Source: an optimization exercise on an open RTL-to-GDS flow (aim: small area and a short achievable clock period). Production flows keep margins and buffers that such runs may drop.
Function was checked by simulation only, so behaviour that the tests miss may differ from the original.

==> flow/design.v <==
`timescale 1ns / 1ps
module mmu_l1tlb_entry (
    input         rstn,
    input         clk,
    output [31:0] o_normal_valid_32,
    output [ 3:0] o_super_valid_4,
    input  [28:0] i_read_contrast_29,
    output [31:0] o_hit_pte_32,
    output [ 1:0] o_hit_2,
    input  [ 4:0] i_write_position_5,
    input  [60:0] i_write_data_61,
    input  [ 1:0] i_write_en_2,
    input  [38:0] i_flush_contrast_39,
    input         i_flush_en_1
);
    wire [19:0] w_write_vpn_20;
    wire [ 8:0] w_write_asid_9;
    wire [31:0] w_write_pte_32;
    assign {w_write_vpn_20, w_write_asid_9, w_write_pte_32} = i_write_data_61;
    wire [19:0] w_flush_vpn_20;
    wire [ 8:0] w_flush_asid_9;
    wire [ 4:0] w_flush_rs1_5;
    wire [ 4:0] w_flush_rs2_5;
    assign {w_flush_rs2_5, w_flush_rs1_5, w_flush_asid_9, w_flush_vpn_20} = i_flush_contrast_39;
    wire w_flush_asid_any_1 = (w_flush_rs2_5 == 5'd0);
    wire w_flush_vpn_any_1  = (w_flush_rs1_5 == 5'd0);
    wire w_wr_normal_1 = i_write_en_2[0];
    wire w_wr_super_1  = ~i_write_en_2[0] & i_write_en_2[1];
    wire w_flush_1     = (i_write_en_2 == 2'b00) & i_flush_en_1;
    reg  [31:0] r_normal_valid_32;
    reg  [ 3:0] r_super_valid_4;
    wire [31:0] w_normal_hit_n_32;
    wire [ 3:0] w_super_hit_n_4;
    wire [31:0] w_normal_we_32;
    wire [ 3:0] w_super_we_4;
    wire [31:0] w_normal_fm_32;
    wire [ 3:0] w_super_fm_4;
    wire [36*31-1:0] w_pte_hi;
    genvar i;
    generate
        for (i = 0; i < 32; i = i + 1) begin : g_normal
            reg [28:0] r_tag_29;    
            reg [30:0] r_pte_31;    
            assign w_normal_we_32[i] = w_wr_normal_1 & (i_write_position_5 == i);
            always @(posedge clk) begin
                if (w_normal_we_32[i]) begin
                    r_tag_29 <= {w_write_asid_9, w_write_vpn_20};
                    r_pte_31 <= w_write_pte_32[31:1];
                end
            end
            tlb_flush_match #(.AW(9), .VW(20)) u_fm (
                .i_tag({r_tag_29[28:20], r_tag_29[19:0]}),
                .i_asid(w_flush_asid_9), .i_vpn(w_flush_vpn_20),
                .i_asid_any(w_flush_asid_any_1), .i_vpn_any(w_flush_vpn_any_1),
                .o_match(w_normal_fm_32[i]));
            tlb_hit #(.W(29)) u_hit (
                .i_valid(r_normal_valid_32[i]), .i_tag(r_tag_29), .i_key(i_read_contrast_29),
                .o_hit_n(w_normal_hit_n_32[i]));
            assign w_pte_hi[i*31 +: 31] = r_pte_31;
        end
        for (i = 0; i < 4; i = i + 1) begin : g_super
            reg [18:0] r_tag_19;    
            reg [30:0] r_pte_31;
            assign w_super_we_4[i] = w_wr_super_1 & (i_write_position_5 == i);
            always @(posedge clk) begin
                if (w_super_we_4[i]) begin
                    r_tag_19 <= {w_write_asid_9, w_write_vpn_20[19:10]};
                    r_pte_31 <= w_write_pte_32[31:1];
                end
            end
            tlb_flush_match #(.AW(9), .VW(10)) u_fm (
                .i_tag(r_tag_19),
                .i_asid(w_flush_asid_9), .i_vpn(w_flush_vpn_20[19:10]),
                .i_asid_any(w_flush_asid_any_1), .i_vpn_any(w_flush_vpn_any_1),
                .o_match(w_super_fm_4[i]));
            tlb_hit #(.W(19)) u_hit (
                .i_valid(r_super_valid_4[i]), .i_tag(r_tag_19), .i_key(i_read_contrast_29[28:10]),
                .o_hit_n(w_super_hit_n_4[i]));
            assign w_pte_hi[(32+i)*31 +: 31] = r_pte_31;
        end
    endgenerate
    always @(posedge clk or negedge rstn) begin
        if (!rstn) begin
            r_normal_valid_32 <= 32'b0;
            r_super_valid_4   <= 4'b0;
        end else begin
            r_normal_valid_32 <= (w_normal_we_32 & {32{w_write_pte_32[0]}}) |
                                 (~w_normal_we_32 & r_normal_valid_32 & ~({32{w_flush_1}} & w_normal_fm_32));
            r_super_valid_4   <= (w_super_we_4 & {4{w_write_pte_32[0]}}) |
                                 (~w_super_we_4 & r_super_valid_4 & ~({4{w_flush_1}} & w_super_fm_4));
        end
    end
    assign o_normal_valid_32 = r_normal_valid_32;
    assign o_super_valid_4   = r_super_valid_4;
    tlb_hit_select u_sel (
        .i_hit_n({w_super_hit_n_4, w_normal_hit_n_32}), .i_pte_hi(w_pte_hi),
        .o_hit_2(o_hit_2), .o_hit_pte_32(o_hit_pte_32));
endmodule
module tlb_hit #(parameter W = 29) (
    input          i_valid,
    input  [W-1:0] i_tag,
    input  [W-1:0] i_key,
    output         o_hit_n
);
    assign o_hit_n = ~(i_valid & (i_tag == i_key));
endmodule
module tlb_flush_match #(parameter AW = 9, parameter VW = 20) (
    input  [AW+VW-1:0] i_tag,
    input  [AW-1:0]    i_asid,
    input  [VW-1:0]    i_vpn,
    input              i_asid_any,
    input              i_vpn_any,
    output             o_match
);
    assign o_match = (i_asid_any | (i_tag[AW+VW-1:VW] == i_asid)) &
                     (i_vpn_any  | (i_tag[VW-1:0] == i_vpn));
endmodule
module tlb_hit_select (
    input  [35:0]      i_hit_n,
    input  [36*31-1:0] i_pte_hi,
    output [ 1:0]      o_hit_2,
    output [31:0]      o_hit_pte_32
);
    wire [35:0] w_local_sel_36;
    wire [6*31-1:0] w_grp_pte;
    genvar g;
    generate
        for (g = 0; g < 6; g = g + 1) begin : g_grp
            tlb_grp_sel u_gs (.i_hit_n(i_hit_n[6*g +: 6]), .o_sel(w_local_sel_36[6*g +: 6]));
            tlb_grp_mux u_gm (.i_sel(w_local_sel_36[6*g +: 6]), .i_pte_hi(i_pte_hi[6*g*31 +: 6*31]),
                              .o_pte_hi(w_grp_pte[g*31 +: 31]));
        end
    endgenerate
    wire [5:1] w_none_below_5;
    tlb_none_below u_nb (.i_hit_n(i_hit_n[29:0]), .o_none(w_none_below_5));
    wire [30:0] w_pte_hi_31;
    tlb_top_mux u_tm (.i_pass(w_none_below_5), .i_pte_hi(w_grp_pte), .o_pte_hi(w_pte_hi_31));
    tlb_hit_code u_hc (.i_hit_n(i_hit_n), .o_hit_2(o_hit_2), .o_any(o_hit_pte_32[0]));
    assign o_hit_pte_32[31:1] = w_pte_hi_31;
endmodule
module tlb_grp_sel (
    input  [5:0] i_hit_n,
    output [5:0] o_sel
);
    genvar k;
    generate
        for (k = 0; k < 6; k = k + 1) begin : g_s
            if (k == 0) begin : g0
                assign o_sel[k] = ~i_hit_n[0];
            end else begin : gk
                assign o_sel[k] = ~i_hit_n[k] & (&i_hit_n[k-1:0]);
            end
        end
    endgenerate
endmodule
module tlb_none_below (
    input  [29:0] i_hit_n,
    output [ 5:1] o_none
);
    genvar k;
    generate
        for (k = 1; k < 6; k = k + 1) begin : g_n
            assign o_none[k] = &i_hit_n[6*k-1:0];
        end
    endgenerate
endmodule
module tlb_hit_code (
    input  [35:0] i_hit_n,
    output [ 1:0] o_hit_2,
    output        o_any
);
    wire w_any_normal_1 = ~(&i_hit_n[31:0]);
    wire w_any_super_1  = ~(&i_hit_n[35:32]);
    assign o_hit_2 = {~w_any_normal_1 & w_any_super_1, w_any_normal_1};
    assign o_any   = w_any_normal_1 | w_any_super_1;
endmodule
module tlb_grp_mux (
    input  [5:0]      i_sel,
    input  [6*31-1:0] i_pte_hi,
    output reg [30:0] o_pte_hi
);
    integer j;
    always @(*) begin
        o_pte_hi = 31'b0;
        for (j = 0; j < 6; j = j + 1)
            o_pte_hi = o_pte_hi | ({31{i_sel[j]}} & i_pte_hi[j*31 +: 31]);
    end
endmodule
module tlb_top_mux (
    input  [5:1]      i_pass,
    input  [6*31-1:0] i_pte_hi,
    output reg [30:0] o_pte_hi
);
    integer j;
    always @(*) begin
        o_pte_hi = i_pte_hi[0 +: 31];
        for (j = 1; j < 6; j = j + 1)
            o_pte_hi = o_pte_hi | ({31{i_pass[j]}} & i_pte_hi[j*31 +: 31]);
    end
endmodule
==> flow/config.mk <==
export PLATFORM = sky130hd
export DESIGN_NAME = mmu_l1tlb_entry
export DESIGN_NICKNAME = mmu_l1tlb_entry
export VERILOG_FILES = /design/flow/design.v
export SDC_FILE = /design/flow/constraint.sdc
export NUM_CORES = 4
export LEC_CHECK = 0
export CAP_MARGIN = 20
export CORE_MARGIN = 2
export CORE_UTILIZATION = 40
export CTS_BUF_LIST = sky130_fd_sc_hd__clkbuf_16
export CTS_CLUSTER_DIAMETER = 60
export CTS_CLUSTER_SIZE = 20
export SETUP_SLACK_MARGIN = 4
export SLEW_MARGIN = 20
export SYNTH_HIERARCHICAL = 1
==> flow/constraint.sdc <==
create_clock -name core_clock -period 12.0 [get_ports {clk}]
set_input_delay 2.4000 -clock core_clock [delete_from_list [all_inputs] [get_ports {clk}]]
set_output_delay 2.4000 -clock core_clock [all_outputs]
set_load 0.01 [all_outputs]
standard.sh (not shown) runs the stock make flow with config.mk's settings and CLKGATE_MAP_FILE= SYNTH_SCRIPT=/design/flow/synth_recipe.tcl, a recipe that flattens the netlist after the stock synthesis.
==> flow/flow/run.sh <==
#!/bin/bash
# Layout flow: the standard ORFS flow (standard.sh) with three changes to
# how the layout is made, none to the design or its constraints:
#  - the port buffers that buffer_ports inserts are buf_4 cells,
#  - clock tree synthesis inserts no dummy loads,
#  - the resizer may swap a cell for one with a different footprint.
# Synthesis is the standard one, run unchanged.
set -euo pipefail
bash standard.sh synth > synth_make.log 2>&1
bash standard.sh \
  MATCH_CELL_FOOTPRINT=0 \
  "BUFFER_PORTS_ARGS=-buffer_cell sky130_fd_sc_hd__buf_4" \
  "CTS_ARGS=-sink_clustering_enable -repair_clock_nets -sink_clustering_size 20 -sink_clustering_max_diameter 60 -buf_list sky130_fd_sc_hd__clkbuf_16 -dont_use_dummy_load" \
  finish > layout_make.log 2>&1
Edit:
--- a/flow/design.v
+++ b/flow/design.v
@@ -103,5 +103,41 @@
     output         o_hit_n
 );
-    assign o_hit_n = ~(i_valid & (i_tag == i_key));
+    localparam NG = W / 3;                     
+    localparam R  = W - 3 * NG;                
+    wire [NG:0] w_ne;                          
+    genvar k;
+    generate
+        for (k = 0; k < NG; k = k + 1) begin : g_l1
+            tlb_eq3_n u_eq (.i_a(i_tag[3*k +: 3]), .i_b(i_key[3*k +: 3]), .o_ne(w_ne[k]));
+        end
+        if (R == 0) begin : g_v0
+            assign w_ne[NG] = ~i_valid;
+        end else begin : g_vr
+            tlb_eqv_n #(.R(R)) u_eqv (.i_valid(i_valid), .i_a(i_tag[W-1 -: R]), .i_b(i_key[W-1 -: R]),
+                                      .o_ne(w_ne[NG]));
+        end
+    endgenerate
+    tlb_any #(.N(NG + 1)) u_any (.i_a(w_ne), .o_y(o_hit_n));
+endmodule
+module tlb_eq3_n (
+    input  [2:0] i_a,
+    input  [2:0] i_b,
+    output       o_ne
+);
+    assign o_ne = ~(i_a == i_b);
+endmodule
+module tlb_eqv_n #(parameter R = 2) (
+    input          i_valid,
+    input  [R-1:0] i_a,
+    input  [R-1:0] i_b,
+    output         o_ne
+);
+    assign o_ne = ~(i_valid & (i_a == i_b));
+endmodule
+module tlb_any #(parameter N = 10) (
+    input  [N-1:0] i_a,
+    output         o_y
+);
+    assign o_y = |i_a;
 endmodule
 module tlb_flush_match #(parameter AW = 9, parameter VW = 20) (
Sequential cell count stays the same.
Via count fell by 7.9%.
Non-clock buffer count fell by 69.
Global-route usage shrinks by 3.7 points.
Synthesized area barely changes.
Routed wire length is lower by 13%.
Clock-buffer cell count went down by 1.
Cell count came out lower by 0.39%.
Setup slack is better by 0.047 ns.

port drivers added, routing unchanged:
The flow's constraints put no driver on any port. The routed layouts listed below were extracted and timed again, unchanged, in two steps. Step 1 (the two cells are an assumption about what drives the block):
set clk [get_ports {clk}]
set_driving_cell -lib_cell sky130_fd_sc_hd__clkbuf_16 $clk
set_driving_cell -lib_cell sky130_fd_sc_hd__buf_2 [delete_from_list [all_inputs] $clk]
Step 2 moves the port delays by t, midway between the first and last clock arrival at a register: inputs arrive t later, outputs are due t later. That takes back most of the time a late clock gives input paths. Slacks: ideal ports / drivers / drivers and shift; pairs: ideal ports / drivers.
run	shift t [ns]	setup WS [ns]	clock arrival spread, ns	slew at the worst register clock pin (ns)
the first run	0.897	3.912 / 3.708 / 3.708	0.108 / 0.109	0.09 / 0.09
the second run	0.889	3.959 / 3.840 / 3.840	0.093 / 0.093	0.09 / 0.09
After both steps setup and hold are still met in every run listed. The setup slack of the first run, which loses most, moves by -0.204 ns with the drivers and by -0.204 ns with both steps.
